What follows belongs to an exercise in optimizing a design on an open flow for small area, a short achievable clock period and few clock cycles; a production flow would make more cautious choices. The RTL was checked by simulation tests, not by an equivalence proof against the original design. Power and IR drop assume default switching activity.

== run A ==
// Core
module Core (
    clk,
    rst,
    init_PC,
    imem_addr,
    imem_rdata,
    dmem_addr,
    dmem_we,
    dmem_wdata,
    dmem_rdata,
    halted
);
input clk;
input rst;
input [7:0] init_PC;
output [7:0] imem_addr;
input [11:0] imem_rdata;
output [7:0] dmem_addr;
output dmem_we;
output [7:0] dmem_wdata;
input [7:0] dmem_rdata;
output reg halted;
reg [7:0] sa;        
reg fv;              
reg [3:0] op;
reg [7:0] imm;
reg xv;              
reg pend;            
reg z, n;
reg [3:0] cnt;       
reg [7:0] s0, s1, s2, s3, s4, s5, s6, s7;
wire full = cnt[3];
wire is_push = (op[3:1] == 3'b000);
wire is_ld   = (op == 4'd1);
wire is_st   = (op == 4'd2);
wire is_pop  = (op[3:1] == 3'b001) | (op[3:1] == 3'b010);
wire is_alu  = (op[3:1] == 3'b011);
wire uses_tos = is_pop | is_alu;
wire stall = pend & xv & uses_tos;
wire go = xv & ~stall;
wire taken = go & ((op == 4'd3) | ((op == 4'd4) & z) | ((op == 4'd5) & n));
assign imem_addr = taken ? s0 : sa;
assign dmem_addr = imm;
assign dmem_we = go & is_st;
assign dmem_wdata = s0;
wire [3:0] rop = imem_rdata[11:8];
wire capture = fv & ~stall & ~taken & ~halted;
wire r_halt = rop[3];
wire r_uses = (rop[3:1] != 3'b000);
wire push_go = go & is_push & ~full;
wire shift_up = go & (is_pop | is_alu);
wire stall_next = go & is_ld & ~full & capture & r_uses & ~r_halt;
wire [7:0] alu_r = op[0] ? (s0 - s1) : (s0 + s1);
always @(posedge clk) begin
    if (rst) begin
        sa <= init_PC;
        fv <= 1'b0;
        xv <= 1'b0;
        pend <= 1'b0;
        halted <= 1'b0;
        z <= 1'b0;
        n <= 1'b0;
        cnt <= 4'd0;
        s0 <= 8'd0;
        s1 <= 8'd0;
    end else begin
        fv <= 1'b1;
        if (taken)
            sa <= s0 + 8'd1;
  ...
For scale: roughly 520 cells after synthesis, ~5000 µm² of cells after synthesis.
Settings: LEC_CHECK=0, CAP_MARGIN=20, CORE_MARGIN=2, CORE_UTILIZATION=40, SLEW_MARGIN=20; clock period 4.0 ns.
run.sh (not shown) runs the stock make flow with config.mk's settings and CLKGATE_MAP_FILE= SYNTH_SCRIPT=/design/flow/synth_recipe.tcl, a recipe that flattens the netlist after the stock synthesis.
Run A was carried through to the last stage, and its layout satisfied the timing, design-rule and antenna checks.
Testbench counts of run A, summed over its fixed seeds: cycles 39,427.
Relative to run A, the following input files were edited for run B:
# run A
export LEC_CHECK = 0
export CAP_MARGIN = 20
export CORE_MARGIN = 2
export CORE_UTILIZATION = 40
export SLEW_MARGIN = 20
create_clock -name core_clock -period 4.0 [get_ports {clk}]
# run B
export LEC_CHECK = 0
export ABC_CLOCK_PERIOD_IN_PS = 2500
export CAP_MARGIN = 20
export CORE_MARGIN = 2
export CORE_UTILIZATION = 40
export SETUP_SLACK_MARGIN = 1.5
export SLEW_MARGIN = 20
create_clock -name core_clock -period 4.0 [get_ports {clk}]
Results
- Changes observed in run B relative to run A: first-pass GRT wire length higher; share of the clock period used by the worst path after layout lower; sequential cell fraction of total power lower; fraction of cell area in non-clock buffers higher; fmax higher.
- Count of buffering cells on the critical path with inverters included, run A and run B, lower one = run A.
- In the reports for run A and run B, the larger count of buffers not belonging to the clock network in the layout belongs to run B.
- Run A reports its cell at the slowest stage of the critical path as sky130_fd_sc_hd__clkdlybuf4s50_1 while run B reports sky130_fd_sc_hd__edfxtp_1.
- Via count of the first global-routing pass (lower): run A
Relative to run B, the following input files were edited for run C:
# run B
export LEC_CHECK = 0
export ABC_CLOCK_PERIOD_IN_PS = 2500
export CAP_MARGIN = 20
export CORE_MARGIN = 2
export CORE_UTILIZATION = 40
export SETUP_SLACK_MARGIN = 1.5
export SLEW_MARGIN = 20
create_clock -name core_clock -period 4.0 [get_ports {clk}]
# run C
export LEC_CHECK = 0
export ABC_CLOCK_PERIOD_IN_PS = 1799
export CAP_MARGIN = 20
export CORE_MARGIN = 2
export CORE_UTILIZATION = 40
export SETUP_SLACK_MARGIN = 2.2
export SLEW_MARGIN = 20
create_clock -name core_clock -period 4.0 [get_ports {clk}]
The routed length per placed instance of run C exceeds that of run B by 27%. In run C, the signal arrival time at the worst endpoint came out 60 ps above the value in run B. Run C against run B: power density over the cells shrank by about 23%, total power has increased, power dissipated in combinational cells picked up an extra about 46%, part of the cycle the worst path needs higher, non-clock buffer instance count of the final layout went up 97. Summary of the comparison: final RePlAce weighted congestion is lower in run C, relative to run B. In the tables for run B and run C, final wirelength reads lower with run B.

-- separate check: timing with driven ports --
The results above use ideal ports. As a check the final layouts listed here were re-extracted and re-timed, cells and wires unchanged.
Step 1: set_driving_cell puts a clkbuf_16 on clk and a buf_2 on each other input, an assumption about the parent block.
Step 2 adds t to the input delays and takes it off the output delays; t is the mean of the earliest and latest rising clock arrival at the registers after step 1. Input paths then give back, and output paths get back, about the clock's delay inside the block.
Slacks: no drivers / after step 1 / after step 2; pairs: no drivers / after step 1.
run | t, ns | setup slack, ns | clock arrival spread, ns | worst register clock-pin slew, ns
run A | 0.380 | 0.564 / 0.524 / 0.904 | 0.013 / 0.013 | 0.07 / 0.07
run B | 0.387 | 1.321 / 1.278 / 1.425 | 0.012 / 0.013 | 0.07 / 0.07
run C | 0.388 | 1.260 / 1.222 / 1.359 | 0.012 / 0.012 | 0.07 / 0.07
After both steps every run listed still meets setup and hold.
